This is an optimization exercise on Yosys and OpenROAD, whose aim is small area, a short achievable clock period and few clock cycles, not a production implementation. In this exercise RTL edits were held to simulation tests only and were not proved equivalent to the original. No activity file was given, so power comes from the tool's default toggle rates.

<file path="flow/design.v">
module padder1(in, byte_num, out);
  input      [31:0] in;
  input      [1:0]  byte_num;
  output reg [31:0] out;
  always @ (*)
    case (byte_num)
    0: out = 32'h6000000;
    1: out = {in[31:24], 24'h060000};
    2: out = {in[31:16], 16'h0600};
    3: out = {in[31:8],   8'h06};
    endcase
endmodule
module padder(clk, reset, in, in_ready, is_last, byte_num, buffer_full, out, out_ready, f_ack);
    input              clk, reset;
    input      [31:0]  in;
    input              in_ready, is_last;
    input      [1:0]   byte_num;
    output             buffer_full;  
    output reg [575:0] out;          
    output             out_ready;    
    input              f_ack;        
    reg                state;       
    reg                done;         
    reg        [17:0]  i;            
    wire       [31:0]  v0;           
    reg        [31:0]  v1;           
    wire               accept,       
                       update;
    assign buffer_full = i[17];
    assign out_ready = buffer_full;
    assign accept = (~ state) & in_ready & (~ buffer_full);  
    assign update = (accept | (state & (~ buffer_full))) & (~ done);  
    always @ (posedge clk)
      if (reset)
        out <= 0;
      else if (update)
        out <= {out[575-32:0], v1};
    always @ (posedge clk)
      if (reset)
        i <= 0;
      else if (f_ack | update)
        i <= {i[16:0], 1'b1} & {18{~ f_ack}};
    always @ (posedge clk)
      if (reset)
        state <= 0;
      else if (is_last)
        state <= 1;
    always @ (posedge clk)
      if (reset)
        done <= 0;
      else if (state & out_ready)
        done <= 1;
    padder1 p0 (in, byte_num, v0);
    always @ (*)
      begin
        if (state)
          begin
            v1 = 0;
            v1[7] = v1[7] | i[16];  
          end
        else if (is_last == 0)
          v1 = in;
        else
          begin
            v1 = v0;
            v1[7] = v1[7] | i[16];
          end
      end
endmodule
module rconst(i, rc);
    input      [23:0] i;
    output reg [63:0] rc;
    always @ (i)
      begin
        rc = 0;
        rc[0] = i[0] | i[4] | i[5] | i[6] | i[7] | i[10] | i[12] | i[13] | i[14] | i[15] | i[20] | i[22];
        rc[1] = i[1] | i[2] | i[4] | i[8] | i[11] | i[12] | i[13] | i[15] | i[16] | i[18] | i[19];
        rc[3] = i[2] | i[4] | i[7] | i[8] | i[9] | i[10] | i[11] | i[12] | i[13] | i[14] | i[18] | i[19] | i[23];
        rc[7] = i[1] | i[2] | i[4] | i[6] | i[8] | i[9] | i[12] | i[13] | i[14] | i[17] | i[20] | i[21];
        rc[15] = i[1] | i[2] | i[3] | i[4] | i[6] | i[7] | i[10] | i[12] | i[14] | i[15] | i[16] | i[18] | i[20] | i[21] | i[23];
        rc[31] = i[3] | i[5] | i[6] | i[10] | i[11] | i[12] | i[19] | i[20] | i[22] | i[23];
        rc[63] = i[2] | i[3] | i[6] | i[7] | i[13] | i[14] | i[15] | i[16] | i[17] | i[19] | i[20] | i[21] | i[23];
      end
endmodule
module round(in, round_const, out);
    input  [1599:0] in;
    input  [63:0]   round_const;
    output [1599:0] out;
    wire   [63:0]   a[4:0][4:0];
    wire   [63:0]   b[4:0];
    wire   [63:0]   c[4:0][4:0], d[4:0][4:0], e[4:0][4:0], f[4:0][4:0], g[4:0][4:0];
    genvar x, y;
    generate
      for(y=0; y<5; y=y+1)
        begin : L0
          for(x=0; x<5; x=x+1)
            begin : L1
              assign a[x][y] = in[1599 - 64*(5*y+x) : 1599 - 64*(5*y+x) - 63];
            end
        end
    endgenerate
    generate
      for(x=0; x<5; x=x+1)
        begin : L2
          assign b[x] = a[x][0] ^ a[x][1] ^ a[x][2] ^ a[x][3] ^ a[x][4];
        end
    endgenerate
    generate
      for(y=0; y<5; y=y+1)
        begin : L3
          for(x=0; x<5; x=x+1)
            begin : L4
              assign c[x][y] = a[x][y] ^ b[(x == 0 ? 4 : x - 1)] ^ {b[(x == 4 ? 0 : x + 1)][62:0], b[(x == 4 ? 0 : x + 1)][63]};
            end
        end
    endgenerate
    assign d[0][0] = c[0][0];
    assign d[1][0] = {c[1][0][62:0], c[1][0][63]};
    assign d[2][0] = {c[2][0][63-62:0], c[2][0][63:63-62+1]};
    assign d[3][0] = {c[3][0][63-28:0], c[3][0][63:63-28+1]};
    assign d[4][0] = {c[4][0][63-27:0], c[4][0][63:63-27+1]};
    assign d[0][1] = {c[0][1][63-36:0], c[0][1][63:63-36+1]};
    assign d[1][1] = {c[1][1][63-44:0], c[1][1][63:63-44+1]};
    assign d[2][1] = {c[2][1][63-6:0], c[2][1][63:63-6+1]};
    assign d[3][1] = {c[3][1][63-55:0], c[3][1][63:63-55+1]};
    assign d[4][1] = {c[4][1][63-20:0], c[4][1][63:63-20+1]};
    assign d[0][2] = {c[0][2][63-3:0], c[0][2][63:63-3+1]};
    assign d[1][2] = {c[1][2][63-10:0], c[1][2][63:63-10+1]};
    assign d[2][2] = {c[2][2][63-43:0], c[2][2][63:63-43+1]};
    assign d[3][2] = {c[3][2][63-25:0], c[3][2][63:63-25+1]};
    assign d[4][2] = {c[4][2][63-39:0], c[4][2][63:63-39+1]};
    assign d[0][3] = {c[0][3][63-41:0], c[0][3][63:63-41+1]};
    assign d[1][3] = {c[1][3][63-45:0], c[1][3][63:63-45+1]};
    assign d[2][3] = {c[2][3][63-15:0], c[2][3][63:63-15+1]};
    assign d[3][3] = {c[3][3][63-21:0], c[3][3][63:63-21+1]};
    assign d[4][3] = {c[4][3][63-8:0], c[4][3][63:63-8+1]};
    assign d[0][4] = {c[0][4][63-18:0], c[0][4][63:63-18+1]};
    assign d[1][4] = {c[1][4][63-2:0], c[1][4][63:63-2+1]};
    assign d[2][4] = {c[2][4][63-61:0], c[2][4][63:63-61+1]};
    assign d[3][4] = {c[3][4][63-56:0], c[3][4][63:63-56+1]};
    assign d[4][4] = {c[4][4][63-14:0], c[4][4][63:63-14+1]};
    assign e[0][0] = d[0][0];
    assign e[0][2] = d[1][0];
    assign e[0][4] = d[2][0];
    assign e[0][1] = d[3][0];
    assign e[0][3] = d[4][0];
    assign e[1][3] = d[0][1];
    assign e[1][0] = d[1][1];
    assign e[1][2] = d[2][1];
    assign e[1][4] = d[3][1];
    assign e[1][1] = d[4][1];
    assign e[2][1] = d[0][2];
    assign e[2][3] = d[1][2];
    assign e[2][0] = d[2][2];
    assign e[2][2] = d[3][2];
    assign e[2][4] = d[4][2];
    assign e[3][4] = d[0][3];
    assign e[3][1] = d[1][3];
    assign e[3][3] = d[2][3];
    assign e[3][0] = d[3][3];
    assign e[3][2] = d[4][3];
    assign e[4][2] = d[0][4];
    assign e[4][4] = d[1][4];
    assign e[4][1] = d[2][4];
    assign e[4][3] = d[3][4];
    assign e[4][0] = d[4][4];
    generate
      for(y=0; y<5; y=y+1)
        begin : L5
          for(x=0; x<5; x=x+1)
            begin : L6
              assign f[x][y] = e[x][y] ^ ((~ e[(x == 4 ? 0 : x + 1)][y]) & e[(x == 3 ? 0 : x == 4 ? 1 : x + 2)][y]);
            end
        end
    endgenerate
    generate
      for(x=0; x<64; x=x+1)
        begin : L60
          if(x==0 || x==1 || x==3 || x==7 || x==15 || x==31 || x==63)
            assign g[0][0][x] = f[0][0][x] ^ round_const[x];
          else
            assign g[0][0][x] = f[0][0][x];
        end
    endgenerate
    generate
      for(y=0; y<5; y=y+1)
        begin : L7
          for(x=0; x<5; x=x+1)
            begin : L8
              if(x!=0 || y!=0)
                assign g[x][y] = f[x][y];
            end
        end
    endgenerate
    generate
      for(y=0; y<5; y=y+1)
        begin : L99
          for(x=0; x<5; x=x+1)
            begin : L100
              assign out[1599 - 64*(5*y+x) : 1599 - 64*(5*y+x) - 63] = g[x][y];
            end
        end
    endgenerate
endmodule
module f_permutation(clk, reset, in, in_ready, ack, out, out_ready);
    input               clk, reset;
    input      [575:0]  in;
    input               in_ready;
    output              ack;
    output reg [1599:0] out;
    output reg          out_ready;
    reg        [22:0]   i;  
    wire       [1599:0] round_in, round_out;
    wire       [63:0]   rc;  
    wire                update;
    wire                accept;
    reg                 calc;  
    assign accept = in_ready & (~ calc);  
    always @ (posedge clk)
      if (reset) i <= 0;
      else       i <= {i[21:0], accept};
    always @ (posedge clk)
      if (reset) calc <= 0;
      else       calc <= (calc & (~ i[22])) | accept;
    assign update = calc | accept;
    assign ack = accept;
    always @ (posedge clk)
      if (reset)
        out_ready <= 0;
      else if (accept)
        out_ready <= 0;
      else if (i[22])  
        out_ready <= 1;
    assign round_in = accept ? {in ^ out[1599:1599-575], out[1599-576:0]} : out;
    rconst
      rconst_ ({i, accept}, rc);
    round
      round_ (round_in, rc, round_out);
    always @ (posedge clk)
      if (reset)
        out <= 0;
      else if (update)
        out <= round_out;
endmodule
module keccak(clk, reset, in, in_ready, is_last, byte_num, buffer_full, out, out_ready);
    input              clk, reset;
    input      [31:0]  in;
    input              in_ready, is_last;
    input      [1:0]   byte_num;
    output             buffer_full;  
    output     [511:0] out;
    output reg         out_ready;
    reg                state;     
    wire       [575:0] padder_out,
                       padder_out_1;  
    wire               padder_out_ready;
    wire               f_ack;
    wire      [1599:0] f_out;
    wire               f_out_ready;
    wire       [511:0] out1;       
    reg        [22:0]  i;          
    genvar w, b;
    assign out1 = f_out[1599:1599-511];
    always @ (posedge clk)
      if (reset)
        i <= 0;
      else
        i <= {i[21:0], state & f_ack};
    always @ (posedge clk)
      if (reset)
        state <= 0;
      else if (is_last)
        state <= 1;
    generate
      for(w=0; w<8; w=w+1)
        begin : L0
          for(b=0; b<8; b=b+1)
            begin : L1
              assign out[(((w)*64 + (b)*8) + 7):((w)*64 + (b)*8)] = out1[(((w)*64 + (7-b)*8) + 7):((w)*64 + (7-b)*8)];
            end
        end
    endgenerate
    generate
      for(w=0; w<9; w=w+1)
        begin : L2
          for(b=0; b<8; b=b+1)
            begin : L3
              assign padder_out[(((w)*64 + (b)*8) + 7):((w)*64 + (b)*8)] = padder_out_1[(((w)*64 + (7-b)*8) + 7):((w)*64 + (7-b)*8)];
            end
        end
    endgenerate
    always @ (posedge clk)
      if (reset)
        out_ready <= 0;
      else if (i[22])
        out_ready <= 1;
    padder
      padder_ (clk, reset, in, in_ready, is_last, byte_num, buffer_full, padder_out_1, padder_out_ready, f_ack);
    f_permutation
      f_permutation_ (clk, reset, padder_out, padder_out_ready, f_ack, f_out, f_out_ready);
endmodule
</file>
<file path="flow/run.sh">
#!/bin/bash
# synth_recipe.tcl (not shown) runs the flow's synth.tcl, then flattens the netlist and writes it again
# the make line also repeats each setting of config.mk as NAME=value (left out here)
make -C /OpenROAD-flow-scripts/flow DESIGN_CONFIG=/design/flow/config.mk WORK_HOME=/design/flow/orfs CLKGATE_MAP_FILE= SYNTH_SCRIPT=/design/flow/synth_recipe.tcl finish
</file>
<file path="flow/config.mk">
export PLATFORM = sky130hd
export DESIGN_NAME = keccak
export DESIGN_NICKNAME = keccak
export VERILOG_FILES = /design/flow/design.v
export SDC_FILE = /design/flow/constraint.sdc
export NUM_CORES = 4
export LEC_CHECK = 0
export CAP_MARGIN = 30
export CORE_MARGIN = 2
export CORE_UTILIZATION = 30
export PLACE_DENSITY = 0.35
export SLEW_MARGIN = 30
</file>
<file path="flow/constraint.sdc">
create_clock -name core_clock -period 6.0 [get_ports {clk}]
set_input_delay 1.2000 -clock core_clock [delete_from_list [all_inputs] [get_ports {clk}]]
set_output_delay 1.2000 -clock core_clock [all_outputs]
set_load 0.01 [all_outputs]
</file>
==> qor.txt <==
outcome - complete, no violations
TritonCTS buffer count - 323
total global routing overflow - 0
setup repair after global routing missed its margin - false
RR Endpoint - f_permutation_.out[68]
final worst clock skew - 0.07810 ns
clock transition time at the flip-flop clock pins of the worst setup and hold paths - 0.06 ns
max-slew violation count - 0
post-placement cell area - 185,100 sq um
Iter 0 DRT Violations - 28,760
cell leakage power - 83.84 nW
number of flip-flops and latches in the synthesized netlist - 2,244
combinational power share - 2.6%
height of the die - 749.7 microns
Reg2Reg Launch Point - f_permutation_.calc
final hold violation count - 0
total power per unit cell area - 187.9 nW/um^2
mean post-synth cell area - 9.836 sq um
IO Port Bufs - 551
starting utilization of the core area - 30.15%
fraction of power consumed by sequential logic - 40.7%
WHS Endpoint - out_ready
crit path time final - 5.302 ns
Cell Area, Synth - 166,800 sq um
clock group share of total power - 56.8%
timing-limited maximum frequency - 188.6 MHz
vias after detailed routing - 153,900
Async S/R FF share, synth - 0%
number of enable flip-flop cells after synthesis - 0
Die W - 749.7 microns
number of global-route vias before repair - 128,500
Wirelength per Cell - 62.93 microns
wire length of the first global-routing pass - 1876 mm
post-DR vias/cell - 6.073
post-route cell area - 196,700 sq um
worst path arrival time - 6.18 ns
pin count of the biggest net entering global routing - 183
number of placed I/O pins - 552
Die Footprint - 562,100 sq um
synthesized netlist net count - 17,000
DRC violation count after routing - 0
Sw Share - 27.35%
Min-Delay Startpoint - i[22]
number of unique standard cell types used by synthesis - 62
max capacitance violation total - 0
worst slew pin tran - 1.287 ns
number of cells on the worst hold path - 2
proportion of synthesized chip area in sequential cells - 26.93%
half-perimeter wire length of the detailed placement result - 1371 mm
number of core rows - 273
Setup TNS - 0 ns
Internal Power - 26.85 mW
worst vdd ir - 0.2150 mV
total track usage - 54.76%
crit share post-route - 88.37%
Sinks on Clock Net - 2,244
Net count, final - 17,610
initial antenna violation count - 283
final antenna-violating net count - 0
Setup Crit Path Kind - reg2reg
number of cells produced by synthesis - 16,960
root cell of the clock tree - clkbuf_16
buffer depth of the longest clock path - 4
switching power - 10.11 mW
fill cell instance count of the final layout - 56,540
number of levels the H-tree was split into - 5
number of warnings issued by yosys - 6
area delta synth->final - 17.90%
Top FF cell, synth - dfxtp_1
startpoint type of the worst setup path - register
first drt pass iteration count - 8
Worst Hold Class - reg2reg
Std-Cell Core Area - 553,400 sq um
clock tree from TritonCTS - built
count of cells resized by post-cts repair - 0
highest fanout seen on the critical path - 45
data required time of the critical path - 6.88 ns
Max transition margin - 14.22%
setup bufs post-CTS - 0
share of final-layout standard cells stronger than drive strength 1 - 12.56%
routed wire length - 1595 mm
reg-to-reg slack, setup - 0.70 ns
tightest hold margin - 0.4303 ns
GPL Wtd Cong - 1.152
total setup violations reported at the end of the flow - 0
Critical Path End Type - register
number of buffers inserted for hold repair after clock tree synthesis - 0
Clock Latency Late Sink - 1.10 ns
depth of the most critical reg-to-reg path - 10
[state kept, by name, indices dropped and copies added (netlist names)]
signal,cells
padder_.state,1
f_permutation_.calc,1
padder_.done,1
f_permutation_.out,1600
f_permutation_.i,23
padder_.out,576
out_ready,1
i,23
padder_.i,18
[metal layers]
layer	up-vias	routed length (microns)	GRT usage, %
met5	-	2146	1.980
met1	79780	580100	62.90
met2	12780	582500	69.17
li1	58190	-	-
met3	3119	237400	30.28
met4	78	193000	54.24
[cell type report]
type                    instances  area [sq um]  share of cell area, %
inverters                      13         56.30                0.02862
clock inverters                96          1282                 0.6520
multi-input cells           13090        114100                  58.03
flip-flops and latches       2244         44970                  22.86
repair buffers               1906         16940                  8.614
diodes                        224         560.5                 0.2850
clock buffers                 491          9625                  4.894
well taps                    7287          9117                  4.635
[power groups by stage]
stage / combinational (mW) / clock [mW] / sequential (mW)
2_1_floorplan: 0.401 / 0 / 15.3
3_3_place_gp: 0.883 / 0 / 15.3
6_report: 0.948 / 21.0 / 15.0
3_5_place_dp: 0.896 / 0 / 15.4
4_1_cts: 0.896 / 20.9 / 15.0
5_1_grt: 0.929 / 21.3 / 15.0
[synth_stat cells (all sizes together) (9+ instances only)]
library cell  instances  area share [%]
a211oi              907             4.1
a21o                 16           0.072
a21oi               613             1.8
a22oi                19           0.085
a311o                69            0.41
a311oi               60            0.31
and2                 33            0.12
and3                 66            0.25
buf                 839             3.4
clkbuf              779             1.8
dfxtp              2244              27
inv                  13           0.029
nand2              2255             5.1
nand2b              139            0.52
nand3               634             1.9
nand3b              119            0.58
nor2               1771             4.0
nor2b               257            0.96
nor3                 67            0.20
nor4                 29            0.11
o211a                16           0.096
o211ai               26            0.12
o21a                  9           0.040
o21ai               521             1.6
o221ai               11           0.058
or3                 128            0.48
or4                  14           0.063
xnor2              1708             9.2
xnor3              1836              25
xor2               1598             9.0
xor3                116             1.7
[critical path: stages, from the launching register on]
cell	delay (ns)
dfxtp_4	0.87
nand2b_4	0.49
buf_12	0.33
nor2_1	0.21
xor3_1	0.92
buf_4	0.28
xnor3_1	0.35
nor2b_1	0.17
xnor2_1	0.72
buf_4	0.23
a211oi_1	0.06
[metrics by stage]
| stage | total power [mW] | setup WS (ns) | instances | util, % |
|---|---|---|---|---|
| 4_1_cts | 36.79 | 0.9394 | 25120 | 35.42 |
| 2_1_floorplan | 15.68 | 3.182 | 16960 | - |
| 6_report | 36.96 | 0.6978 | 25350 | 35.55 |
| 3_3_place_gp | 16.23 | 0.5919 | 24500 | 33.26 |
| 5_1_grt | 37.29 | 1.066 | 25130 | 35.45 |
| 3_5_place_dp | 16.25 | 1.041 | 24540 | 33.45 |
[cell families (layout without fill, tap and decap cells)]
kind of cell / Yosys count / in the layout / synth area share, %
other: 0 / 224 / 0
buffers and inverters: 1631 / 2506 / 5.181
AND/OR/NAND/NOR: 5533 / 5533 / 14.38
AO/OA/AOI/OAI: 2292 / 2292 / 8.813
flip-flops: 2244 / 2244 / 26.93
XOR/XNOR: 5258 / 5258 / 44.68
multiplexers: 4 / 4 / 0.02400
[layout by cell type (no fill, tap or decap), types with 67 or more instances in the layout]
cell type / count
nand2b_1: 138
nand3b_1: 102
xnor2_1: 1617
a311o_1: 69
a211oi_1: 907
or3_1: 128
diode_2: 224
nor3_1: 67
xor2_1: 1506
buf_4: 1247
nor2_1: 1755
buf_12: 74
xor3_1: 97
xnor3_1: 1750
xnor2_2: 68
clkbuf_1: 78
nor2b_1: 256
dfxtp_1: 2207
clkbuf_16: 324
a21oi_1: 613
xnor3_2: 84
o21ai_0: 517
clkdlybuf4s50_1: 550
clkbuf_8: 89
nand2_1: 2254
nand3_1: 633
[worst max path at each step]
stage,startpoint,slack [ns],cells after the start,endpoint
after floorplan,reset,3.18,8,f_permutation_.out[21]
after global placement,padder_.out[520],0.59,10,f_permutation_.out[570]
after detailed placement,padder_.i[17],1.04,11,f_permutation_.out[879]
after CTS,padder_.i[17],0.94,11,f_permutation_.out[879]
after global routing,padder_.i[17],1.07,11,f_permutation_.out[879]
final,f_permutation_.calc,0.70,10,f_permutation_.out[68]
Testbench counts, summed over its fixed seeds: cycles 8,304.

==> afterwards: timing with drivers on the ports <==
The results above use ideal ports. As a check the final layout listed here was re-extracted and re-timed, cells and wires unchanged.
Step 1 assumes that a clkbuf_16 drives the clock port and a buf_2 every other input.
Step 2, shift: input delay + t, output delay - t, t = (earliest + latest rising clock arrival at the registers) / 2. This alone moves slack from input paths to output paths.
a / b / c = no drivers / after step 1 / after step 2; a / b = the first two.
shift t [ns]: 1.198
setup slack, ns: 0.698 / 0.698 / 0.698
worst setup path after step 2: register to register
worst data-port slew with drivers (ns): 0.11
After both steps setup and hold are still met in this run. The setup slack of this run moves by 0.000 ns with the drivers and by 0.000 ns with both steps.
